This design comes from an exercise in tuning for small area and a short achievable clock period on the open sky130 flow, not from production work. Function was checked by simulation only, so behaviour that the tests miss may differ from the original.

## flow/design.v (module list and top-level ports; edited modules follow where they fit)
// module MAC: 1296 lines
// module FA: 6 lines
// module INV: 5 lines
// module AOI21: 5 lines
// module OAI21: 5 lines
// module NAND2: 5 lines
// module NOR2: 5 lines
// module XOR2: 5 lines
// module XNOR2: 5 lines
// module HA: 6 lines
module MAC(A,B,out,clk,reset);
  // ...
==> flow/flow/run.sh <==
#!/bin/bash
# The standard layout (standard.sh: standard synthesis and ORFS flow, SDC unchanged),
# with a hook after repair_design that sizes the port buffers and the operand inverters
# (hooks.tcl); knobs.sh holds the cell choices. make's output goes to make_flow.log, each
# ORFS step's log to orfs/logs/.
set -euo pipefail
HERE=$(cd "$(dirname "$0")" && pwd)
source "$HERE/knobs.sh"
export PORT_BUF_IN PORT_BUF_OUT OPND_INV DOWNSIZE HOOK_MARGIN
EXTRA=()
if [[ -n "${CTS_ARGS_K:-}" ]]; then EXTRA+=("CTS_ARGS=$CTS_ARGS_K"); fi
bash standard.sh BUFFER_PORTS_ARGS="-buffer_cell $PORT_BUF_IN" POST_RESIZE_TCL="$HERE/hooks.tcl" SETUP_SLACK_MARGIN=$MARGIN ${EXTRA[@]+"${EXTRA[@]}"} finish > make_flow.log 2>&1
==> flow/flow/hooks.tcl <==
# Sourced by ORFS after repair_design in the resize step (POST_RESIZE_TCL).
# Port buffers: inputs get $::env(PORT_BUF_IN), outputs $::env(PORT_BUF_OUT).
# Inverters fed by an input buffer (the operand inverters of the NOR partial
# products, each driving 16 gates) get $::env(OPND_INV).
set block [ord::get_db_block]
set n_in 0; set n_out 0; set n_inv 0
foreach bterm [$block getBTerms] {
  set net [$bterm getNet]
  if {$net eq "NULL"} continue
  set name [$bterm getName]
  if {$name eq "clk"} continue
  if {[$bterm getIoType] eq "INPUT"} {
    foreach it [$net getITerms] {
      set inst [$it getInst]
      set m [[$inst getMaster] getName]
      if {![string match "sky130_fd_sc_hd__*buf*" $m]} continue
      if {$m ne $::env(PORT_BUF_IN)} { replace_cell [get_cells [$inst getName]] [get_lib_cells $::env(PORT_BUF_IN)] }
      incr n_in
      foreach ot [$inst getITerms] {
        if {![$ot isOutputSignal]} continue
        set onet [$ot getNet]
        if {$onet eq "NULL"} continue
        foreach lt [$onet getITerms] {
          set li [$lt getInst]
          set lm [[$li getMaster] getName]
          if {[string match "sky130_fd_sc_hd__inv_*" $lm] && [$lt isInputSignal] && $::env(OPND_INV) ne ""} {
            replace_cell [get_cells [$li getName]] [get_lib_cells $::env(OPND_INV)]
            incr n_inv
          }
        }
      }
    }
  } else {
    foreach it [$net getITerms] {
      if {![$it isOutputSignal]} continue
      set inst [$it getInst]
      set m [[$inst getMaster] getName]
      if {![string match "sky130_fd_sc_hd__*buf*" $m]} continue
      if {$m ne $::env(PORT_BUF_OUT)} { replace_cell [get_cells [$inst getName]] [get_lib_cells $::env(PORT_BUF_OUT)] }
      incr n_out
    }
  }
}
puts "hooks: $n_in input buffers, $n_out output buffers, $n_inv operand inverters resized"

# Optional: every other cell to its drive-1 size (synthesis picks larger ones for speed),
# then repair_timing aiming at $::env(HOOK_MARGIN) ns of setup slack, so that only the
# cells on the paths that set the achieved period are sized up.
if {[info exists ::env(DOWNSIZE)] && $::env(DOWNSIZE)} {
  set n_down 0
  foreach inst [$block getInsts] {
    set m [[$inst getMaster] getName]
    if {[string match "*dfrtp*" $m] || [string match "*dfstp*" $m]} continue
    if {![regexp {^(sky130_fd_sc_hd__[a-z0-9]+)_([0-9]+)$} $m -> base sz]} continue
    if {$sz <= 1} continue
    set iname [$inst getName]
    if {[string match "input*" $iname] || [string match "output*" $iname]} continue
    if {[string match "sky130_fd_sc_hd__inv*" $m] && $::env(OPND_INV) eq $m} continue
    set lc [get_lib_cells -quiet ${base}_1]
    if {$lc eq ""} continue
    replace_cell [get_cells $iname] $lc
    incr n_down
  }
  puts "hooks: $n_down cells downsized"
}
if {[info exists ::env(HOOK_MARGIN)] && $::env(HOOK_MARGIN) > 0} {
  estimate_parasitics -placement
  puts "hooks: worst slack before [sta::worst_slack_cmd max]"
  repair_timing -setup -setup_margin $::env(HOOK_MARGIN) -match_cell_footprint -verbose
  puts "hooks: worst slack after [sta::worst_slack_cmd max]"
}
==> flow/flow/knobs.sh <==
PORT_BUF_IN=sky130_fd_sc_hd__buf_1
PORT_BUF_OUT=sky130_fd_sc_hd__buf_1
OPND_INV=sky130_fd_sc_hd__inv_2
MARGIN=0
DOWNSIZE=1
HOOK_MARGIN=0
CTS_ARGS_K="-sink_clustering_enable -repair_clock_nets -dont_use_dummy_load -buf_list sky130_fd_sc_hd__clkbuf_8"
==> flow/standard.sh <==
#!/bin/bash
# synth_recipe.tcl (not shown) runs the flow's synth.tcl, then flattens the netlist and writes it again
# the make line also repeats each setting of config.mk as NAME=value (left out here)
make -C /OpenROAD-flow-scripts/flow DESIGN_CONFIG=/design/flow/config.mk WORK_HOME=/design/flow/orfs CLKGATE_MAP_FILE= SYNTH_SCRIPT=/design/flow/synth_recipe.tcl "${@:-finish}"
==> flow/config.mk <==
export PLATFORM = sky130hd
export DESIGN_NAME = MAC
export DESIGN_NICKNAME = MAC
export VERILOG_FILES = /design/flow/design.v
export SDC_FILE = /design/flow/constraint.sdc
export NUM_CORES = 4
export LEC_CHECK = 0
export CAP_MARGIN = 20
export CORE_MARGIN = 2
export CORE_UTILIZATION = 60
export PLACE_DENSITY = 0.8
export SLEW_MARGIN = 20
export SYNTH_HIERARCHICAL = 1
==> flow/constraint.sdc <==
create_clock -name core_clock -period 18.0 [get_ports {clk}]
set_input_delay 3.6000 -clock core_clock [delete_from_list [all_inputs] [get_ports {clk}]]
set_output_delay 3.6000 -clock core_clock [all_outputs]
set_load 0.01 [all_outputs]
==> flow_summary.toml, run 1 <==
[critical_path]
cp_max_fo = 16
setup.worst_path.end_class = "register"
arrival_ps = 6970
cp_common_cell = "fa_1"
critPathTopFamily = "adder cells"
reg2regPathDepth = 13

[cells_and_area]
final_common_cell = "nor2_1"
register_area_um2 = 1577
fin_util_pct = 58.37
multi_input_gates = 676
n_all_inverters = 44
regMostFlops = "x"
largest_reg_flops = 36

[routing]
wl_per_cell_um = 21.16
wl_met1_um = 8818

[logic_synthesis]
synth_area_um2 = 9846
syn_nets = 1189
yosys.area_share.adder_pct = 52.03
avgSynthCellArea_um2 = 11.15

[timing]
fin_worst_hold_slack_ps = 459.9
hold_viol = 0
min_period_ps = 6748
fmax_ghz = 0.1482
rsz0062_at_grt = "no"

[grt]
first_global_vias = 6974
grt.overflow.total = 0

[worst_hold_path]
hold_path.class = "reg2reg"

[floorplan]
design.core.area_um2 = 15940

[clocking]
clkSlewWorstSetupHoldPaths_ps = 80
cts_buffers = 9

[status]
outcome = "timing/DRC/antenna clean"

[run]
drv_cap = 0
==> run 2: changes to the inputs <==
==> flow/flow/knobs.sh (replaced) <==
PORT_BUF_IN=sky130_fd_sc_hd__buf_1
PORT_BUF_OUT=sky130_fd_sc_hd__buf_1
OPND_INV=sky130_fd_sc_hd__inv_2
MARGIN=0
DOWNSIZE=0
HOOK_MARGIN=0
CTS_ARGS_K="-sink_clustering_enable -repair_clock_nets -dont_use_dummy_load -buf_list sky130_fd_sc_hd__clkbuf_8"
==> flow_summary.toml, run 2 <==
[status]
outcome = "timing/DRC/antenna clean"

[clocking]
cts-hold-fix-buffers = 0
cts_sinks = 63
clkSlewWorstSetupHoldPaths_ps = 80
cts_setup_buffers = 0
cts_buffers = 9
cts_tree = "yes"
htree_levels = 3
clock_latency_ps = 350
cts_root_buf = "clkbuf_8"
cts_resized = 0
clock_path_buffers = 2

[cells_and_area]
final_cell_count_no_fill = 1078
fillers = 1300
drive_above_1_share_pct = 12.76
mostFrequentLayoutCells = "nor2_1 (256), fa_1 (229), buf_1 (69)"
reg_top3 = "x x36, y x26, cr x1"
syn2layout_area_growth_pct = -3.469
stdcell_area_um2 = 9504
final_common_cell = "nor2_1"
antenna_cells = 0
regMostFlops = "x"
fin_util_pct = 59.61
layout.nets = 1170
largest_reg_flops = 36

[timing]
min_period_ps = 6754
rsz0062_at_grt = "no"
hold_viol = 0
fmax_ghz = 0.1481
clock_skew_ps = 24.41
maxSlewViolCount = 0
tns_ps = 0
setup-violations-final = 0
fin_crit_sh_pct = 37.52
tightest_slew_ps = 809.2
max_slew_margin_pct = 46.06

[logic_synthesis]
synthesis.instances = 883
avgSynthCellArea_um2 = 11.15
syn_nets = 1189
yosysSeqAreaShare_pct = 16.01
ys_types = 14
synth_top_area_cell = "fa_1"
synth_commonest_cells = "nor2_1 (256), fa_1 (229), dfrtp_1 (63)"
yosys_warnings = 7
synth_area_um2 = 9846
synth_most_common_cell = "nor2_1"
synthArstFlopShare_pct = 100.0
synth_seq_cells = 63
synthFlopType = "dfrtp_1"
synth_top_area_share_pct = 46.56
synth-edff-count = 0
synth.area.top_cells = "fa_1 (47%), dfrtp_1 (16%), nor2_1 (9.8%), ha_1 (5.5%), buf_6 (5.4%)"

[routing]
vias_per_cell = 5.794
vias = 6246
drt-total-wl_um = 22790
drcViolationCount = 0
wl_per_cell_um = 21.14
ant_nets = 0
drt_iter0_drc = 523
dr.pass1.iters = 7

[grt]
grt_start_max_net_pins = 64
first_global_vias = 6849
grt.overflow.total = 0
antenna_found_initial = 0
grt_pass1_wl_um = 36620
grt.total_usage_pct = 27.74

[placement]
place_hpwl_um = 17590
dp.cells = 1069
io_buffers = 69
place_area_um2 = 9380
gp_congestion = 0.8755

[critical_path]
cp-startpoint = "B[15]"
cp_max_fo = 16
arrival_ps = 6970
reg2reg_from = "x[6]"
reg2regPathDepth = 13
cp.required_ps = 18210
regToRegSetupSlack_ps = 12470
cp-start-kind = "primary input"
path_class = "in2reg"
setup.worst_path.end_class = "register"

[worst_hold_path]
hold_depth = 1
hold_path.class = "reg2reg"
min-delay-start = "x[35]"

[floorplan]
die_area_um2 = 17450
die_w_um = 132.1
io_pins = 70
placementRows = 46
dieHeight_um = 132.1
start_util_pct = 61.76
design.core.area_um2 = 15940

[run]
drv_cap = 0
## run 2: cell counts after synthesis
No cell type changed its count.
## run 2: area by class of cell
class / count / area (um^2) / area share, %
Multi-Input combinational cell: 676 / 7102 / 74.72
Sequential cell: 63 / 1577 / 16.59
Tap cell: 216 / 270.3 / 2.844
Timing Repair Buffer: 70 / 266.5 / 2.804
Inverter: 44 / 165.2 / 1.738
Clock buffer: 9 / 123.9 / 1.303
## run 2: routing by layer
| layer | vias to the layer above | global-route usage [%] | wire length [um] |
|---|---|---|---|
| met5 | - | 0 | 0 |
| met4 | 0 | 10.75 | 880 |
| met3 | 78 | 4.344 | 2113 |
| met2 | 388 | 45.11 | 11050 |
| met1 | 3190 | 38.12 | 8749 |
| li1 | 2590 | - | - |
## run 2: logic make-up after synthesis
family,after synthesis,synth area share [%]
compound gates,70,5.312
xor+xnor,30,2.669
fa+ha+maj,272,52.03
buf+inv,144,11.86
flops,63,16.01
simple gates,304,12.12
## run 2: modules after synthesis (local to each module, per instance)
module	area, um^2	times used	cells	flip-flops and latches
NAND2	3.754	27	1	0
OAI21	5.005	24	1	0
XNOR2	8.758	24	1	0
AOI21	8.758	46	1	0
HA	12.51	43	1	0
NOR2	3.754	21	1	0
INV	3.754	43	1	0
XOR2	8.758	6	1	0
FA	20.02	229	1	0
MAC	3596	1	420	63
## run 2: worst paths after layout
check | to
worst max-delay path | y[16]
worst min register to register | x[35]
min in group asynchronous | x[32]
worst max register to register | y[18]
max in group asynchronous | y[11]
worst min-delay path | x[35]
## run 2: metrics by stage
step	setup slack [ps]	hold slack (ps)
global route	11190	483.0
detailed placement	10920	457.7
finish	11250	460.3
CTS	11270	469.4
floorplan	11190	435.2
global placement	10710	470.2
## run 2: critical path, stage by stage
cell and delay (ps):
buf_1 80, inv_2 320, nor2_1 130, fa_1 500
fa_1 550, fa_1 440, fa_1 420, fa_1 520
fa_1 410
==> run 3: changes to the inputs <==
==> flow/flow/knobs.sh (replaced) <==
PORT_BUF_IN=sky130_fd_sc_hd__buf_1
PORT_BUF_OUT=sky130_fd_sc_hd__buf_2
OPND_INV=sky130_fd_sc_hd__inv_4
MARGIN=0
DOWNSIZE=1
HOOK_MARGIN=0
CTS_ARGS_K="-sink_clustering_enable -repair_clock_nets -dont_use_dummy_load -buf_list sky130_fd_sc_hd__clkbuf_8"
--- a/flow/config.mk
+++ b/flow/config.mk
@@ -6,8 +6,8 @@
 export NUM_CORES = 4
 export LEC_CHECK = 0
-export CAP_MARGIN = 20
+export CAP_MARGIN = 5
 export CORE_MARGIN = 2
 export CORE_UTILIZATION = 60
 export PLACE_DENSITY = 0.8
-export SLEW_MARGIN = 20
+export SLEW_MARGIN = 5
 export SYNTH_HIERARCHICAL = 1
==> flow_summary.toml, run 3 <==
[clocking]
cts_setup_buffers = 0
clock_latency_ps = 360
cts_resized = 0
cts_tree = "yes"
clkSlewWorstSetupHoldPaths_ps = 90
cts-hold-fix-buffers = 0
htree_levels = 3
clock_path_buffers = 2
cts_buffers = 9
cts_sinks = 63
cts_root_buf = "clkbuf_8"

[grt]
grt_util_met2_pct = 44.10
groute.layer.met3.usage_pct = 5.690
grt.overflow.total = 0
grt.met1_usage_pct = 37.60
first_global_vias = 7028
grt.total_usage_pct = 27.63
grt.busiest_layer = "met2"
antenna_found_initial = 0
grt_pass1_wl_um = 36630
grt_start_max_net_pins = 64

[logic_synthesis]
synth_most_common_cell = "nor2_1"
yosys_warnings = 7
avgSynthCellArea_um2 = 11.15
synth_commonest_cells = "nor2_1 (256), fa_1 (229), dfrtp_1 (63)"
yosysSeqAreaShare_pct = 16.01
synthFlopType = "dfrtp_1"
synth_top_area_cell = "fa_1"
synth_seq_cells = 63
synthesis.instances = 883
synth_area_um2 = 9846
synth_top_area_share_pct = 46.56
synthArstFlopShare_pct = 100.0
synth-edff-count = 0
syn_nets = 1189
ys_types = 14
synth.area.top_cells = "fa_1 (47%), dfrtp_1 (16%), nor2_1 (9.8%), ha_1 (5.5%), buf_6 (5.4%)"

[routing]
drcViolationCount = 0
drt_iter0_drc = 450
vias = 6302
wl_per_cell_um = 21.07
drt-total-wl_um = 22730
dr.pass1.iters = 5
vias_per_cell = 5.841
ant_nets = 0

[timing]
tightest_slew_ps = 735.5
hold_viol = 0
rsz0062_at_grt = "no"
min_period_ps = 6640
maxSlewViolCount = 0
fin_crit_sh_pct = 36.89
fmax_ghz = 0.1506
max_slew_margin_pct = 50.61
setup-violations-final = 0
tns_ps = 0
clock_skew_ps = 32.25

[critical_path]
arrival_ps = 6850
cpPeakStageDelay_ps = 570
crit_chain = "buf_1, inv_4, nor2_1, fa_1, fa_1, fa_1, fa_1, fa_1, fa_1"
setup.worst_path.end_class = "register"
cp_max_fo = 16
critPathTopFamily = "adder cells"
worst_path_max_delay_cell = "fa_1"
cp_common_cell = "fa_1"
cp.required_ps = 18210
path_buf_inv = 2
path_class = "in2reg"
cp-start-kind = "primary input"

[worst_hold_path]
hold_path.class = "reg2reg"

[placement]
io_buffers = 69
place_hpwl_um = 17660
gp_congestion = 0.8755

[floorplan]
start_util_pct = 61.76
die_area_um2 = 17450
placementRows = 46
die_w_um = 132.1
dieHeight_um = 132.1
io_pins = 70
design.core.area_um2 = 15940

[cells_and_area]
mostFrequentLayoutCells = "nor2_1 (277), fa_1 (229), dfrtp_1 (63)"
final_common_cell = "nor2_1"
fillers = 1326
regMostFlops = "x"
drive_above_1_share_pct = 9.270
antenna_cells = 0
largest_reg_flops = 36
layout.nets = 1171
syn2layout_area_growth_pct = -4.181
reg_top3 = "x x36, y x26, cr x1"

[run]
drv_cap = 0

[status]
outcome = "timing/DRC/antenna clean"
run 3: worst reg2reg max path: cells and delay by family (launching register included):
kind                     cells  cell delay (ps)
adder cells (fa/ha/maj)      7             3180
AO/OA/AOI/OAI                3              910
XOR/XNOR                     1              630
flip-flops                   1              360
AND/OR/NAND/NOR              1              130
buffers and inverters        1               80
run 3: logic make-up after synthesis:
group	share of synthesized area, %
adders and majority gates	52.03
and+or+nand+nor	12.12
xor gates and xnor gates	2.669
AOI/OAI and AO/OA	5.312
buffers and inverters	11.86
DFF	16.01
run 3: Yosys stat by module, one instance, submodules excluded, excerpt:
module  cells  flops+latches
FA          1              0
HA          1              0
XNOR2       1              0
INV         1              0
NOR2        1              0
NAND2       1              0
MAC       420             63
run 3: final timing paths:
check	startpoint	end	slack, ps	cells after the start
max in group asynchronous	reset	y[10]	14290	4
min in group asynchronous	reset	x[33]	3400	4
min	x[35]	x[35]	460	1
max	A[12]	y[17]	11360	9
max reg2reg	x[6]	y[18]	12590	13
min reg2reg	x[35]	x[35]	460	1
run 3: metrics by stage:
stage               worst slack [ps]  hold slack, ps  cells  cell area (um^2)  utilization (%)
floorplan                      11190           435.2    883              9846                -
global placement               10710           470.2   1069              9380            58.84
detailed placement             10910           455.3   1069              9279            58.20
CTS                            11230           467.0   1078              9403            58.98
global route                   11250           480.5   1079              9434            59.17
finish                         11360           458.0   1079              9434            59.17
run 3: per-layer routing:
| layer | share of wire [%] | vias up |
|---|---|---|
| met5 | 0 | - |
| met4 | 4.2 | 0 |
| met3 | 9.0 | 78 |
| met2 | 48 | 387 |
| met1 | 39 | 3244 |
| li1 | - | 2593 |
run 3: final cells by class:
class | count | area, um^2 | area share, %
Clock buffer | 9 | 123.9 | 1.313
Inverter | 44 | 247.7 | 2.626
Multi-Input combinational cell | 676 | 6877 | 72.89
Tap cell | 216 | 270.3 | 2.865
Sequential cell | 63 | 1577 | 16.71
Timing Repair Buffer | 71 | 339.1 | 3.594
==> run 4: changes to the inputs <==
--- a/flow/config.mk
+++ b/flow/config.mk
@@ -6,8 +6,8 @@
 export NUM_CORES = 4
 export LEC_CHECK = 0
-export CAP_MARGIN = 5
+export CAP_MARGIN = 20
 export CORE_MARGIN = 2
-export CORE_UTILIZATION = 60
-export PLACE_DENSITY = 0.8
-export SLEW_MARGIN = 5
+export CORE_UTILIZATION = 50
+export PLACE_DENSITY = 0.7
+export SLEW_MARGIN = 20
 export SYNTH_HIERARCHICAL = 1
==> flow_summary.toml, run 4 <==
[critical_path]
reg2regPathDepth = 13
cp-endpoint = "out[17]"
worst_path_max_delay_cell = "xnor2_1"
crit_chain = "ha_1, nand2_1, o21ai_1, inv_1, o21ai_1, a21oi_1, xnor2_1, buf_2"
path_buf_inv = 2
cp-startpoint = "x[6]"
cp_max_fo = 5
path_class = "reg2out"
critPathTopFamily = "compound AO/OA/AOI/OAI gates"
reg2reg_from = "x[6]"
setup.worst_path.end_class = "primary output"
cp-start-kind = "register"
arrival_ps = 3080
cp_common_cell = "o21ai_1"
cp.required_ps = 14400
r2r-end = "y[18]"
cp_num_cells = 8
regToRegSetupSlack_ps = 12590
cpPeakStageDelay_ps = 600

[worst_hold_path]
hold_path.class = "reg2reg"

[clocking]
clock_latency_ps = 370
clock_path_buffers = 2
cts_tree = "yes"
cts_sinks = 63
htree_levels = 3
cts-hold-fix-buffers = 0
cts_resized = 0
cts_buffers = 9
cts_setup_buffers = 0
cts_root_buf = "clkbuf_8"
clkSlewWorstSetupHoldPaths_ps = 70

[timing]
setup-violations-final = 0
worst_slack_ps = 11320
tns_ps = 0
maxSlewViolCount = 0
rsz0062_at_grt = "no"
clock_skew_ps = 20.67
fin_crit_sh_pct = 37.09
max_slew_margin_pct = 52.93
fmax_ghz = 0.1498
tightest_slew_ps = 701.0
min_period_ps = 6676
hold_viol = 0

[logic_synthesis]
synth_xor_area_share_pct = 2.669
syn_nets = 1189
synth_top_area_cell = "fa_1"
avgSynthCellArea_um2 = 11.15
ys_types = 14
synthFlopType = "dfrtp_1"
yosysSeqAreaShare_pct = 16.01
yosys.area_share.simple_pct = 12.12
synthArstFlopShare_pct = 100.0
synth_compound_area_share_pct = 5.312
yosys_warnings = 7
synth_top_family_by_area = "adder cells"
synthesis.instances = 883
synthMuxAreaShare_pct = 0
synth.area.top_cells = "fa_1 (47%), dfrtp_1 (16%), nor2_1 (9.8%), ha_1 (5.5%), buf_6 (5.4%)"
synth_seq_cells = 63
synth_top_area_share_pct = 46.56
synth-edff-count = 0
synth_area_um2 = 9846
synth_commonest_cells = "nor2_1 (256), fa_1 (229), dfrtp_1 (63)"
yosys.area_share.adder_pct = 52.03
synth_most_common_cell = "nor2_1"

[cells_and_area]
antenna_cells = 0
fillers = 1793
mostFrequentLayoutCells = "nor2_1 (277), fa_1 (229), dfrtp_1 (63)"
drive_above_1_share_pct = 9.270
layout.nets = 1171
stdcell_area_um2 = 9488
regMostFlops = "x"
reg_top3 = "x x36, y x26, cr x1"
largest_reg_flops = 36
syn2layout_area_growth_pct = -3.635
final_common_cell = "nor2_1"

[run]
drv_cap = 0

[grt]
grt.total_usage_pct = 24.25
grt.overflow.total = 0
antenna_found_initial = 0
grt_start_max_net_pins = 64
grt_pass1_wl_um = 37030
first_global_vias = 6720

[routing]
wl_per_cell_um = 20.38
drcViolationCount = 0
drt_iter0_drc = 471
dr.pass1.iters = 4
vias = 6140
ant_nets = 0
drt-total-wl_um = 22990
vias_per_cell = 5.443

[placement]
gp_congestion = 0.8818
io_buffers = 69
post-place-ws_ps = 10780
place_hpwl_um = 17870
place_area_um2 = 9340

[floorplan]
die_area_um2 = 20830
design.core.area_um2 = 19400
dieHeight_um = 144.3
start_util_pct = 50.75
placementRows = 51
die_w_um = 144.3
io_pins = 70

[status]
outcome = "timing/DRC/antenna clean"
run 4: cell counts after synthesis:
No cell type changed its count.
run 4: kinds of logic (layout without fill, tap and decap cells):
family                   count (synthesis)  count (layout)
adder cells (fa/ha/maj)                272             272
AND/OR/NAND/NOR                        304             304
buffers and inverters                  144             124
flip-flops                              63              63
XOR/XNOR                                30              30
AO/OA/AOI/OAI                           70              70
run 4: layer usage:
| layer | track usage [%] | part of all wire [%] | wire length, um |
|---|---|---|---|
| met5 | 0 | 0 | 0 |
| met4 | 7.358 | 2.3 | 521 |
| met3 | 4.636 | 7.4 | 1691 |
| met2 | 39.59 | 50 | 11500 |
| met1 | 33.29 | 40 | 9275 |
run 4: how the worst min path moves through the flow:
| stage | slack, ps | to | depth (start not counted) | startpoint |
|---|---|---|---|---|
| 2_1_floorplan | 440 | x[35] | 1 | x[35] |
| 3_3_place_gp | 450 | x[35] | 1 | x[35] |
| 3_5_place_dp | 450 | x[35] | 1 | x[35] |
| 4_1_cts | 460 | x[35] | 1 | x[35] |
| 5_1_grt | 490 | x[35] | 1 | x[35] |
| 6_report | 460 | x[35] | 1 | x[35] |
run 4: worst reg2reg max path: cells and delay by family (launching register included):
kind,cells,cell delay (ps)
adders and majority gates,7,3160
AOI/OAI and AO/OA,3,940
xor gates and xnor gates,1,600
DFF,1,360
and+or+nand+nor,1,130
buffers and inverters,1,100
run 4: Yosys stat by module, one instance, submodules excluded, a selection:
module	times used	cell area [um^2]
MAC	1	3596
HA	43	12.51
AOI21	46	8.758
INV	43	3.754
NAND2	27	3.754
NOR2	21	3.754
run 4: stage by stage:
step / util, % / hold slack (ps) / instances
after floorplan: - / 435.2 / 883
after global placement: 48.67 / 449.8 / 1118
after detailed placement: 48.15 / 446.8 / 1118
after CTS: 48.79 / 462.7 / 1127
after global routing: 48.91 / 486.4 / 1128
final: 48.91 / 457.4 / 1128
run 4: cell type report:
cell class                      instances  area [um^2]  area share, %
Timing Repair Buffer                   71        331.6          3.495
Sequential cell                        63         1577          16.62
Clock buffer                            9        123.9          1.306
Inverter                               44        247.7          2.611
Tap cell                              265        331.6          3.495
Multi-Input combinational cell        676         6877          72.48
==> run 5: changes to the inputs <==
==> flow/flow/knobs.sh (replaced) <==
PORT_BUF_IN=sky130_fd_sc_hd__buf_1
PORT_BUF_OUT=sky130_fd_sc_hd__buf_2
OPND_INV=sky130_fd_sc_hd__inv_4
MARGIN=0
DOWNSIZE=0
HOOK_MARGIN=0
CTS_ARGS_K="-sink_clustering_enable -repair_clock_nets -dont_use_dummy_load -buf_list {sky130_fd_sc_hd__clkbuf_4 sky130_fd_sc_hd__clkbuf_8} -sink_clustering_size 10"
--- a/flow/config.mk
+++ b/flow/config.mk
@@ -8,6 +8,5 @@
 export CAP_MARGIN = 20
 export CORE_MARGIN = 2
-export CORE_UTILIZATION = 50
-export PLACE_DENSITY = 0.7
+export CORE_UTILIZATION = 40
 export SLEW_MARGIN = 20
 export SYNTH_HIERARCHICAL = 1
==> flow_summary.toml, run 5 <==
[logic_synthesis]
syn_nets = 1189
synthArstFlopShare_pct = 100.0
synth_area_um2 = 9846
synth_seq_cells = 63
synth-edff-count = 0
synth_top_area_cell = "fa_1"
synth.area.top_cells = "fa_1 (47%), dfrtp_1 (16%), nor2_1 (9.8%), ha_1 (5.5%), buf_6 (5.4%)"
yosys_warnings = 7
synthesis.instances = 883
synth_top_area_share_pct = 46.56
synthFlopType = "dfrtp_1"
synth_most_common_cell = "nor2_1"
avgSynthCellArea_um2 = 11.15
synth_commonest_cells = "nor2_1 (256), fa_1 (229), dfrtp_1 (63)"
yosysSeqAreaShare_pct = 16.01
ys_types = 14

[cells_and_area]
mostFrequentLayoutCells = "nor2_1 (256), fa_1 (229), dfrtp_1 (63)"
regMostFlops = "x"
syn2layout_area_growth_pct = -0.4194
drive_above_1_share_pct = 17.42
reg_top3 = "x x36, y x26, cr x1"
fillers = 2396
layout.nets = 1175
final_common_cell = "nor2_1"
antenna_cells = 0
largest_reg_flops = 36

[floorplan]
io_pins = 70
dieHeight_um = 160.9
die_area_um2 = 25890
die_w_um = 160.9
start_util_pct = 40.60
placementRows = 57
design.core.area_um2 = 24250

[grt]
grt.busiest_layer = "met2"
first_global_vias = 6948
antenna_found_initial = 0
groute.layer.met3.usage_pct = 3.745
grt_pass1_wl_um = 39200
grt.met1_usage_pct = 27.11
grt.total_usage_pct = 20.19
grt.overflow.total = 0
grt_util_met2_pct = 32.66
grt_start_max_net_pins = 64

[critical_path]
cpPeakStageDelay_ps = 570
cp-start-kind = "register"
cp-startpoint = "x[6]"
crit_chain = "ha_1, nand2_1, o21ai_1, inv_1, o21ai_1, a21oi_2, xnor2_1, buf_2"
cp_common_cell = "o21ai_1"
cp.required_ps = 14400
reg2regPathDepth = 13
cp_num_cells = 8
setup.worst_path.end_class = "primary output"
reg2reg_from = "x[6]"
worst_path_max_delay_cell = "o21ai_1"
arrival_ps = 3130
path_buf_inv = 2
critPathTopFamily = "compound AO/OA/AOI/OAI gates"
path_class = "reg2out"
cp_max_fo = 5

[clocking]
cts_setup_buffers = 0
clock_path_buffers = 2
clock_latency_ps = 380
cts_resized = 0
cts_root_buf = "clkbuf_8"
cts_sinks = 63
htree_levels = 3
cts_tree = "yes"
clkSlewWorstSetupHoldPaths_ps = 70
cts_buffers = 9
cts-hold-fix-buffers = 0

[run]
drv_cap = 0

[worst_hold_path]
min-delay-start = "x[35]"
hold_depth = 1
hold_path.class = "reg2reg"

[routing]
ant_nets = 0
vias = 6157
wl_per_cell_um = 20.38
drt-total-wl_um = 24270
drt_iter0_drc = 449
drcViolationCount = 0
dr.pass1.iters = 4
vias_per_cell = 5.170

[timing]
setup-violations-final = 0
fmax_ghz = 0.1486
hold_viol = 0
min_period_ps = 6727
clock_skew_ps = 36.59
fin_crit_sh_pct = 37.37
rsz0062_at_grt = "no"
tns_ps = 0
maxSlewViolCount = 0
tightest_slew_ps = 848.6
max_slew_margin_pct = 43.43

[placement]
gp_congestion = 0.8411
io_buffers = 69
place_hpwl_um = 18970

[status]
outcome = "timing/DRC/antenna clean"
==> run 5: layout make-up <==
cell class              instances  area [um^2]  area share (%)
multi-input cells             676         7102           72.43
flip-flops and latches         63         1577           16.08
well taps                     324        405.4           4.135
repair buffers                 75        349.1           3.560
inverters                      44        247.7           2.527
clock buffers                   9        123.9           1.263
==> run 5: final timing paths <==
check,endpoint,slack (ps)
max,out[17],11270
min,x[35],460
max reg2reg,y[19],12560
min reg2reg,x[35],460
max in group asynchronous,x[7],13940
min in group asynchronous,x[34],3450
==> run 5: logic make-up after synthesis <==
| family | count (synthesis) | share of synthesized area, % |
|---|---|---|
| compound gates | 70 | 5.312 |
| xor+xnor | 30 | 2.669 |
| fa+ha+maj | 272 | 52.03 |
| buf+inv | 144 | 11.86 |
| flops | 63 | 16.01 |
| simple gates | 304 | 12.12 |
==> run 5: per-stage QoR <==
step | instance area, um^2 | hold slack, ps | std cells | setup WS, ps | util (%)
floorplan | 9846 | 435.2 | 883 | 11190 | -
global placement | 9553 | 450.9 | 1182 | 10690 | 39.40
detailed placement | 9681 | 451.0 | 1182 | 10940 | 39.92
CTS | 9804 | 462.1 | 1191 | 11270 | 40.43
global route | 9804 | 506.3 | 1191 | 11110 | 40.43
finish | 9804 | 459.1 | 1191 | 11270 | 40.43
==> run 5: per-module statistics from Yosys (local to each module, per instance) <==
module	cells inside	cell area, um^2
AOI21	1	8.758
FA	1	20.02
HA	1	12.51
INV	1	3.754
MAC	420	3596
NAND2	1	3.754
NOR2	1	3.754
OAI21	1	5.005
XNOR2	1	8.758
XOR2	1	8.758
==> run 5: per-layer routing <==
layer	up-vias	share of wire (%)
li1	2606	-
met1	3281	43
met2	224	49
met3	46	5.5
met4	0	3.2
met5	-	0
==> run 6: changes to the inputs <==
==> flow/flow/knobs.sh (replaced) <==
PORT_BUF_IN=sky130_fd_sc_hd__buf_1
PORT_BUF_OUT=sky130_fd_sc_hd__buf_2
OPND_INV=sky130_fd_sc_hd__inv_4
MARGIN=0
DOWNSIZE=1
HOOK_MARGIN=0
CTS_ARGS_K="-sink_clustering_enable -repair_clock_nets -dont_use_dummy_load -buf_list sky130_fd_sc_hd__clkbuf_8 -sink_clustering_size 20 -sink_clustering_max_diameter 120"
--- a/flow/config.mk
+++ b/flow/config.mk
@@ -8,5 +8,6 @@
 export CAP_MARGIN = 20
 export CORE_MARGIN = 2
-export CORE_UTILIZATION = 40
+export CORE_UTILIZATION = 60
+export PLACE_DENSITY = 0.8
 export SLEW_MARGIN = 20
 export SYNTH_HIERARCHICAL = 1
==> flow_summary.toml, run 6 <==
[status]
outcome = "timing/DRC/antenna clean"

[grt]
first_global_vias = 7028
grt.overflow.total = 0
grt_start_max_net_pins = 64
grt.total_usage_pct = 27.63
grt_pass1_wl_um = 36630
antenna_found_initial = 0

[routing]
ant_nets = 0
drt-total-wl_um = 22800
wl_per_cell_um = 21.13
drcViolationCount = 0
vias = 6343
vias_per_cell = 5.879
drt_iter0_drc = 476
dr.pass1.iters = 6

[floorplan]
design.core.area_um2 = 15940
io_pins = 70
die_area_um2 = 17450
die_w_um = 132.1
start_util_pct = 61.76
dieHeight_um = 132.1
placementRows = 46

[critical_path]
crit_chain = "buf_1, inv_4, nor2_1, fa_1, fa_1, fa_1, fa_1, fa_1, fa_1"
regToRegSetupSlack_ps = 12610
cpPeakStageDelay_ps = 570
path_class = "in2reg"
cp_common_cell = "fa_1"
cp-start-kind = "primary input"
setup.worst_path.end_class = "register"
cp_max_fo = 16
arrival_ps = 6840
worst_path_max_delay_cell = "fa_1"
reg2regPathDepth = 13
reg2reg_from = "x[6]"
cp.required_ps = 18220
r2r-end = "y[18]"

[clocking]
cts_buffers = 9
cts_tree = "yes"
cts-hold-fix-buffers = 0
cts_sinks = 63
clock_latency_ps = 360
clkSlewWorstSetupHoldPaths_ps = 90
cts_resized = 0
htree_levels = 3
cts_root_buf = "clkbuf_8"
clock_path_buffers = 2
cts_setup_buffers = 0

[placement]
dp.cells = 1069
post-place-ws_ps = 10910
place_area_um2 = 9279
io_buffers = 69
place_hpwl_um = 17660
gp_congestion = 0.8755

[cells_and_area]
stdcell_area_um2 = 9434
regMostFlops = "x"
largest_reg_flops = 36
final_common_cell = "nor2_1"
antenna_cells = 0
syn2layout_area_growth_pct = -4.181
drive_above_1_share_pct = 9.270
mostFrequentLayoutCells = "nor2_1 (277), fa_1 (229), dfrtp_1 (63)"
reg_top3 = "x x36, y x26, cr x1"
layout.nets = 1171
fin_util_pct = 59.17
final_cell_count_no_fill = 1079

[logic_synthesis]
yosys.area_share.adder_pct = 52.03
synthArstFlopShare_pct = 100.0
syn_nets = 1189
synth_most_common_cell = "nor2_1"
synthesis.instances = 883
synth_top_family_by_area = "adder cells"
synth_xor_area_share_pct = 2.669
synth_top_area_cell = "fa_1"
yosys_warnings = 7
synthFlopType = "dfrtp_1"
synth_compound_area_share_pct = 5.312
avgSynthCellArea_um2 = 11.15
synthMuxAreaShare_pct = 0
synth_seq_cells = 63
yosys.area_share.simple_pct = 12.12
synth-edff-count = 0
synth_area_um2 = 9846
ys_types = 14
yosysSeqAreaShare_pct = 16.01
synth.area.top_cells = "fa_1 (47%), dfrtp_1 (16%), nor2_1 (9.8%), ha_1 (5.5%), buf_6 (5.4%)"
synth_top_area_share_pct = 46.56
synth_commonest_cells = "nor2_1 (256), fa_1 (229), dfrtp_1 (63)"

[timing]
min_period_ps = 6629
clock_skew_ps = 32.18
tightest_slew_ps = 712.2
tns_ps = 0
fin_crit_sh_pct = 36.83
hold_viol = 0
max_slew_margin_pct = 52.18
fmax_ghz = 0.1509
rsz0062_at_grt = "no"
fin_worst_hold_slack_ps = 458.0
maxSlewViolCount = 0
worst_slack_ps = 11370
setup-violations-final = 0

[worst_hold_path]
hold_path.class = "reg2reg"
hold_depth = 1
hold_end = "x[35]"
min-delay-start = "x[35]"

[run]
drv_cap = 0
run 6: how the worst max path moves through the flow:
stage	slack, ps	start	endpoint	cells after the start
CTS	11230	reset	y[10]	3
detailed placement	10910	reset	x[0]	3
floorplan	11190	A[10]	y[17]	10
global route	11240	x[7]	out[17]	8
global placement	10710	B[14]	y[16]	9
finish	11370	A[12]	y[17]	9
run 6: kinds of logic after synthesis:
| logic type | after synthesis |
|---|---|
| AND/OR/NAND/NOR | 304 |
| adder cells (fa/ha/maj) | 272 |
| buffers and inverters | 144 |
| AO/OA/AOI/OAI | 70 |
| flip-flops | 63 |
| XOR/XNOR | 30 |
run 6: final cells by class:
cell class              count  area (um^2)
clock buffers               9        123.9
fillers                  1325         6509
inverters                  44        247.7
multi-input cells         676         6877
flip-flops and latches     63         1577
well taps                 216        270.3
repair buffers             71        339.1
run 6: metal layers:
| layer | track usage [%] | share of wire [%] | vias to the layer above | routed length, um |
|---|---|---|---|---|
| li1 | - | - | 2597 | - |
| met1 | 37.60 | 37 | 3218 | 8462 |
| met2 | 44.10 | 48 | 456 | 10890 |
| met3 | 5.690 | 11 | 72 | 2492 |
| met4 | 11.17 | 4.2 | 0 | 949 |
| met5 | 0 | 0 | - | 0 |
run 6: worst max-delay path, delay by kind of cell:
kind | cells | cell delay [ps]
AND/OR/NAND/NOR | 1 | 100
adder cells (fa/ha/maj) | 6 | 2830
buffers and inverters | 2 | 310
run 6: modules after synthesis, one instance, submodules excluded, excerpt:
| module | area [um^2] | flip-flops and latches | cells |
|---|---|---|---|
| NOR2 | 3.754 | 0 | 1 |
| AOI21 | 8.758 | 0 | 1 |
| INV | 3.754 | 0 | 1 |
| NAND2 | 3.754 | 0 | 1 |
| XOR2 | 8.758 | 0 | 1 |
| HA | 12.51 | 0 | 1 |
| OAI21 | 5.005 | 0 | 1 |
| MAC | 3596 | 63 | 420 |
| XNOR2 | 8.758 | 0 | 1 |
==> run 7: changes to the inputs <==
--- a/flow/flow/run.sh
+++ b/flow/flow/run.sh
@@ -7,5 +7,5 @@
 HERE=$(cd "$(dirname "$0")" && pwd)
 source "$HERE/knobs.sh"
-export PORT_BUF_IN PORT_BUF_OUT OPND_INV DOWNSIZE HOOK_MARGIN
+export PORT_BUF_IN PORT_BUF_OUT OPND_INV DOWNSIZE HOOK_MARGIN SWAP_CELLS
 EXTRA=()
 if [[ -n "${CTS_ARGS_K:-}" ]]; then EXTRA+=("CTS_ARGS=$CTS_ARGS_K"); fi
--- a/flow/flow/hooks.tcl
+++ b/flow/flow/hooks.tcl
@@ -70,2 +70,18 @@
   puts "hooks: worst slack after [sta::worst_slack_cmd max]"
 }
+
+# Optional: given cell masters swapped wholesale (e.g. every fa_1 to fa_2), from SWAP_CELLS
+# as "from1 to1 from2 to2 ...".
+if {[info exists ::env(SWAP_CELLS)] && $::env(SWAP_CELLS) ne ""} {
+  set n_sw 0
+  foreach {from to} $::env(SWAP_CELLS) {
+    set lc [get_lib_cells $to]
+    foreach inst [$block getInsts] {
+      if {[[$inst getMaster] getName] eq $from} {
+        replace_cell [get_cells [$inst getName]] $lc
+        incr n_sw
+      }
+    }
+  }
+  puts "hooks: $n_sw cells swapped"
+}
==> flow/flow/knobs.sh (replaced) <==
PORT_BUF_IN=sky130_fd_sc_hd__buf_1
PORT_BUF_OUT=sky130_fd_sc_hd__buf_2
OPND_INV=sky130_fd_sc_hd__inv_4
MARGIN=0
DOWNSIZE=0
HOOK_MARGIN=0
CTS_ARGS_K="-sink_clustering_enable -repair_clock_nets -dont_use_dummy_load -buf_list sky130_fd_sc_hd__clkbuf_8"
SWAP_CELLS="sky130_fd_sc_hd__fa_1 sky130_fd_sc_hd__fa_2"
==> flow_summary.toml, run 7 <==
[logic_synthesis]
synth_top_area_share_pct = 46.56
synth-edff-count = 0
yosys_warnings = 7
synthArstFlopShare_pct = 100.0
synth_commonest_cells = "nor2_1 (256), fa_1 (229), dfrtp_1 (63)"
syn_nets = 1189
synthFlopType = "dfrtp_1"
avgSynthCellArea_um2 = 11.15
synth_most_common_cell = "nor2_1"
synthesis.instances = 883
synth_top_area_cell = "fa_1"
synth.area.top_cells = "fa_1 (47%), dfrtp_1 (16%), nor2_1 (9.8%), ha_1 (5.5%), buf_6 (5.4%)"
synth_area_um2 = 9846
ys_types = 14
synth_seq_cells = 63
yosysSeqAreaShare_pct = 16.01

[placement]
io_buffers = 69
place_area_um2 = 10080
place_hpwl_um = 18710
dp.cells = 1069
gp_congestion = 0.8755

[timing]
tns_ps = 0
hold_viol = 0
maxSlewViolCount = 0
fmax_ghz = 0.1472
fin_crit_sh_pct = 37.74
min_period_ps = 6793
rsz0062_at_grt = "no"
max_slew_margin_pct = 45.54
clock_skew_ps = 30.02
tightest_slew_ps = 816.9
setup-violations-final = 0

[floorplan]
die_w_um = 132.1
io_pins = 70
design.core.area_um2 = 15940
placementRows = 46
die_area_um2 = 17450
start_util_pct = 61.76
dieHeight_um = 132.1

[clocking]
clock_latency_ps = 360
cts_tree = "yes"
cts_sinks = 63
cts_resized = 0
cts_setup_buffers = 0
clock_path_buffers = 2
cts_buffers = 9
cts-hold-fix-buffers = 0
htree_levels = 3
cts_root_buf = "clkbuf_8"
clkSlewWorstSetupHoldPaths_ps = 90

[cells_and_area]
reg_top3 = "x x36, y x26, cr x1"
syn2layout_area_growth_pct = 3.647
drive_above_1_share_pct = 43.50
mostFrequentLayoutCells = "nor2_1 (256), fa_2 (229), dfrtp_1 (63)"
stdcell_area_um2 = 10200
regMostFlops = "x"
layout.nets = 1170
antenna_cells = 0
largest_reg_flops = 36
fillers = 1153
final_cell_count_no_fill = 1078
register_area_um2 = 1577
multi_input_area_um2 = 7675
final_common_cell = "nor2_1"

[routing]
ant_nets = 0
dr.pass1.iters = 6
vias_per_cell = 5.943
drt-total-wl_um = 23910
drcViolationCount = 0
drt_iter0_drc = 433
wl_per_cell_um = 22.18
vias = 6407

[grt]
grt.total_usage_pct = 28.81
first_global_vias = 7211
grt.overflow.total = 0
antenna_found_initial = 0
grt_pass1_wl_um = 37880
grt_start_max_net_pins = 64

[critical_path]
cp-start-kind = "register"
arrival_ps = 3190
setup.worst_path.end_class = "primary output"
cp.required_ps = 14400
cp_max_fo = 5
path_class = "reg2out"

[worst_hold_path]
hold_path.class = "reg2reg"

[run]
drv_cap = 0

[status]
outcome = "timing/DRC/antenna clean"
[run 7: final cells by class]
class                      count  area share (%)
inverter                      44           2.428
sequential                    63           15.45
tap                          216           2.648
multi-input combinational    676           75.21
clock buffer                   9           1.214
timing repair buffer          70           3.053
[run 7: path summary, 6_finish.rpt]
path                            startpoint       to  slack (ps)  depth (start not counted)
worst max-delay path                  x[7]  out[17]       11210                          8
worst min-delay path                 x[35]    x[35]         460                          1
worst max register to register        x[7]    y[18]       12370                         13
worst min register to register       x[35]    x[35]         460                          1
max in group asynchronous            reset     x[4]       13950                          3
min in group asynchronous            reset    x[32]        3450                          3
[run 7: per-module statistics from Yosys, one instance, submodules excluded, a selection]
module / copies in the design / flops+latches / area (um^2)
NOR2: 21 / 0 / 3.754
XNOR2: 24 / 0 / 8.758
FA: 229 / 0 / 20.02
INV: 43 / 0 / 3.754
XOR2: 6 / 0 / 8.758
OAI21: 24 / 0 / 5.005
NAND2: 27 / 0 / 3.754
MAC: 1 / 63 / 3596
[run 7: critical path, stage by stage, from the launching register on]
cell and delay (ps):
dfrtp_1 360, ha_1 340, nand2_1 140, o21ai_1 540, inv_1 90, o21ai_1 390
a21oi_2 110, xnor2_1 630, buf_2 260
[run 7: metal layers]
metal  global-route usage (%)  vias up  wire length, um
li1                         -     2587                -
met4                    12.44        0             1017
met5                        0        -                0
met1                    37.07     3338             8787
met2                    47.42      398            11790
met3                    6.613       84             2310
[run 7: per-stage QoR]
| stage | setup WS [ps] | hold slack [ps] | util (%) |
|---|---|---|---|
| global placement | 10710 | 470.2 | 58.84 |
| floorplan | 11190 | 435.2 | - |
| global route | 11140 | 481.5 | 64.01 |
| CTS | 11230 | 467.9 | 64.01 |
| finish | 11210 | 458.6 | 64.01 |
| detailed placement | 11010 | 455.3 | 63.23 |
[run 7: cells by family after synthesis]
kind of cell	synth area share (%)
and+or+nand+nor	12.12
adders and majority gates	52.03
buffers and inverters	11.86
AOI/OAI and AO/OA	5.312
DFF	16.01
xor gates and xnor gates	2.669
==> run 8: changes to the inputs <==
--- a/flow/flow/run.sh
+++ b/flow/flow/run.sh
@@ -7,5 +7,5 @@
 HERE=$(cd "$(dirname "$0")" && pwd)
 source "$HERE/knobs.sh"
-export PORT_BUF_IN PORT_BUF_OUT OPND_INV DOWNSIZE HOOK_MARGIN SWAP_CELLS
+export PORT_BUF_IN PORT_BUF_OUT OPND_INV DOWNSIZE HOOK_MARGIN SWAP_CELLS HOOK_SEQ
 EXTRA=()
 if [[ -n "${CTS_ARGS_K:-}" ]]; then EXTRA+=("CTS_ARGS=$CTS_ARGS_K"); fi
--- a/flow/flow/hooks.tcl
+++ b/flow/flow/hooks.tcl
@@ -67,5 +67,7 @@
   estimate_parasitics -placement
   puts "hooks: worst slack before [sta::worst_slack_cmd max]"
-  repair_timing -setup -setup_margin $::env(HOOK_MARGIN) -match_cell_footprint -verbose
+  set seq {}
+  if {[info exists ::env(HOOK_SEQ)] && $::env(HOOK_SEQ) ne ""} { set seq [list -sequence $::env(HOOK_SEQ)] }
+  repair_timing -setup -setup_margin $::env(HOOK_MARGIN) -match_cell_footprint {*}$seq -verbose
   puts "hooks: worst slack after [sta::worst_slack_cmd max]"
 }
==> flow/flow/knobs.sh (replaced) <==
PORT_BUF_IN=sky130_fd_sc_hd__buf_1
PORT_BUF_OUT=sky130_fd_sc_hd__buf_2
OPND_INV=sky130_fd_sc_hd__inv_4
MARGIN=0
DOWNSIZE=0
HOOK_MARGIN=11.2
CTS_ARGS_K="-sink_clustering_enable -repair_clock_nets -dont_use_dummy_load -buf_list sky130_fd_sc_hd__clkbuf_8"
SWAP_CELLS=""
HOOK_SEQ="sizeup"
==> flow_summary.toml, run 8 <==
[status]
outcome = "timing/DRC/antenna clean"

[grt]
grt.total_usage_pct = 28.55
antenna_found_initial = 0
first_global_vias = 7176
grt_start_max_net_pins = 64
grt.overflow.total = 0
grt_pass1_wl_um = 37830

[logic_synthesis]
synth-edff-count = 0
avgSynthCellArea_um2 = 11.15
synth_area_um2 = 9846
syn_nets = 1189
synth_commonest_cells = "nor2_1 (256), fa_1 (229), dfrtp_1 (63)"
synth_top_area_share_pct = 46.56
yosysSeqAreaShare_pct = 16.01
synth_compound_area_share_pct = 5.312
yosys.area_share.adder_pct = 52.03
yosys.area_share.simple_pct = 12.12
synth_most_common_cell = "nor2_1"
synth_top_area_cell = "fa_1"
yosys_warnings = 7
synth_seq_cells = 63
ys_types = 14
synthMuxAreaShare_pct = 0
synth_xor_area_share_pct = 2.669
synth_top_family_by_area = "adder cells"
synth.area.top_cells = "fa_1 (47%), dfrtp_1 (16%), nor2_1 (9.8%), ha_1 (5.5%), buf_6 (5.4%)"
synthArstFlopShare_pct = 100.0
synthFlopType = "dfrtp_1"
synthesis.instances = 883

[routing]
drcViolationCount = 0
drt-total-wl_um = 23160
drt_iter0_drc = 480
ant_nets = 0
wl_per_cell_um = 21.48
vias_per_cell = 5.855
vias = 6312
dr.pass1.iters = 5

[placement]
gp_congestion = 0.8755
io_buffers = 69
place_area_um2 = 9647
place_hpwl_um = 17900
dp.cells = 1069

[clocking]
clock_latency_ps = 360
cts_root_buf = "clkbuf_8"
cts_setup_buffers = 0
cts_resized = 0
cts_tree = "yes"
cts_buffers = 9
clock_path_buffers = 2
htree_levels = 3
clkSlewWorstSetupHoldPaths_ps = 90
cts-hold-fix-buffers = 0
cts_sinks = 63

[timing]
min_period_ps = 6705
maxSlewViolCount = 0
tightest_slew_ps = 808.6
fmax_ghz = 0.1491
setup-violations-final = 0
rsz0062_at_grt = "no"
tns_ps = 0
max_slew_margin_pct = 46.09
clock_skew_ps = 25.97
hold_viol = 0
fin_crit_sh_pct = 37.25

[cells_and_area]
fin_util_pct = 61.29
final_common_cell = "nor2_1"
layout.nets = 1170
stdcell_area_um2 = 9771
largest_reg_flops = 36
drive_above_1_share_pct = 19.03
regMostFlops = "x"
syn2layout_area_growth_pct = -0.7625
reg_top3 = "x x36, y x26, cr x1"
mostFrequentLayoutCells = "nor2_1 (250), fa_1 (217), dfrtp_1 (63)"
antenna_cells = 0
final_cell_count_no_fill = 1078

[critical_path]
path_buf_inv = 2
cp.required_ps = 14400
critPathTopFamily = "compound AO/OA/AOI/OAI gates"
cpPeakStageDelay_ps = 540
arrival_ps = 3100
crit_chain = "ha_1, nand2_1, o21ai_1, inv_1, o21ai_1, a21oi_2, xnor2_1, buf_2"
path_class = "reg2out"
cp_max_fo = 5
worst_path_max_delay_cell = "xnor2_1"
setup.worst_path.end_class = "primary output"
cp_common_cell = "o21ai_1"
regToRegSetupSlack_ps = 12550
cp-start-kind = "register"

[run]
drv_cap = 0

[floorplan]
design.core.area_um2 = 15940
dieHeight_um = 132.1
start_util_pct = 61.76
io_pins = 70
die_w_um = 132.1
die_area_um2 = 17450
placementRows = 46

[worst_hold_path]
hold_path.class = "reg2reg"
## run 8: modules after synthesis (local to each module, per instance)
module / cell area [um^2] / times used / cells inside
HA: 12.51 / 43 / 1
NOR2: 3.754 / 21 / 1
XOR2: 8.758 / 6 / 1
NAND2: 3.754 / 27 / 1
MAC: 3596 / 1 / 420
AOI21: 8.758 / 46 / 1
XNOR2: 8.758 / 24 / 1
OAI21: 5.005 / 24 / 1
FA: 20.02 / 229 / 1
INV: 3.754 / 43 / 1
## run 8: cell families after synthesis
| kind of cell | count (synthesis) |
|---|---|
| simple gates | 304 |
| compound gates | 70 |
| flops | 63 |
| fa+ha+maj | 272 |
| buf+inv | 144 |
| xor+xnor | 30 |
## run 8: stage by stage
step	hold slack [ps]	setup WS, ps
after floorplan	435.2	11190
after global placement	470.2	10710
after detailed placement	454.7	11090
after CTS	466.0	11320
after global routing	479.8	11190
final	457.9	11300
## run 8: path summary, 6_finish.rpt
| kind | start | endpoint | cells past startpoint |
|---|---|---|---|
| max | x[7] | out[17] | 8 |
| min in group asynchronous | reset | x[33] | 3 |
| max reg2reg | x[7] | y[18] | 13 |
| min reg2reg | x[35] | x[35] | 1 |
| max in group asynchronous | reset | x[4] | 3 |
| min | x[35] | x[35] | 1 |
## run 8: worst register-to-register path: stages (launching register included)
cell,delay [ps]
dfrtp_1,360
ha_1,340
nand2_1,130
o21ai_1,520
inv_1,90
o21ai_1,410
a21oi_2,110
xnor2_1,540
fa_1,530
fa_1,550
fa_2,450
fa_2,350
fa_1,510
fa_1,420
## run 8: final cells by class
class	count	area [um^2]
clock buffers	9	123.9
fillers	1234	6172
inverters	44	326.6
multi-input cells	676	7162
flip-flops and latches	63	1577
well taps	216	270.3
repair buffers	70	311.5
## run 8: routing by layer
| metal | vias up | share of wire (%) | GRT usage [%] | wire, um |
|---|---|---|---|---|
| met5 | - | 0 | 0 | 0 |
| met4 | 0 | 3.7 | 12.80 | 850 |
| met3 | 72 | 8.8 | 6.344 | 2028 |
| met2 | 343 | 50 | 46.38 | 11540 |
| met1 | 3303 | 38 | 37.18 | 8740 |
| li1 | 2594 | - | - | - |

## separate check: timing with driven ports
The flow's constraints put no driver on any port. The routed layouts listed below were extracted and timed again, unchanged, in two steps.
Step 1 sets driving cells, clkbuf_16 on the clock port and buf_2 on the other inputs (assumed; they add their load-dependent delay and slew).
Step 2 moves the port delays by t, midway between the first and last clock arrival at a register: inputs arrive t later, outputs are due t later. That takes back most of the time a late clock gives input paths.
a / b / c = ideal ports / drivers / drivers and shift; a / b = the first two.
run | shift t [ns] | setup WS [ns] | hold slack, ns | worst setup path after step 2 | latest minus earliest clock arrival (ns)
run 1 | 0.392 | 11.252 / 11.268 / 10.877 | 0.460 / 0.460 / 0.460 | input to register | 0.024 / 0.025
run 2 | 0.379 | 11.247 / 11.232 / 10.877 | 0.460 / 0.460 / 0.460 | input to register | 0.024 / 0.024
run 3 | 0.383 | 11.360 / 11.328 / 10.995 | 0.458 / 0.458 / 0.458 | input to register | 0.033 / 0.032
run 4 | 0.393 | 11.324 / 11.286 / 11.000 | 0.457 / 0.457 / 0.457 | input to register | 0.021 / 0.021
run 5 | 0.409 | 11.273 / 11.228 / 10.907 | 0.459 / 0.459 / 0.459 | input to register | 0.037 / 0.037
run 6 | 0.386 | 11.371 / 11.345 / 11.003 | 0.458 / 0.458 / 0.458 | input to register | 0.032 / 0.032
run 7 | 0.386 | 11.207 / 11.169 / 10.996 | 0.459 / 0.459 / 0.459 | input to register | 0.030 / 0.030
run 8 | 0.393 | 11.295 / 11.254 / 11.063 | 0.458 / 0.458 / 0.458 | input to register | 0.026 / 0.026
After both steps every run listed still meets setup and hold. The setup slack of run 1, which loses most, moves by +0.016 ns with the drivers and by -0.375 ns with both steps.
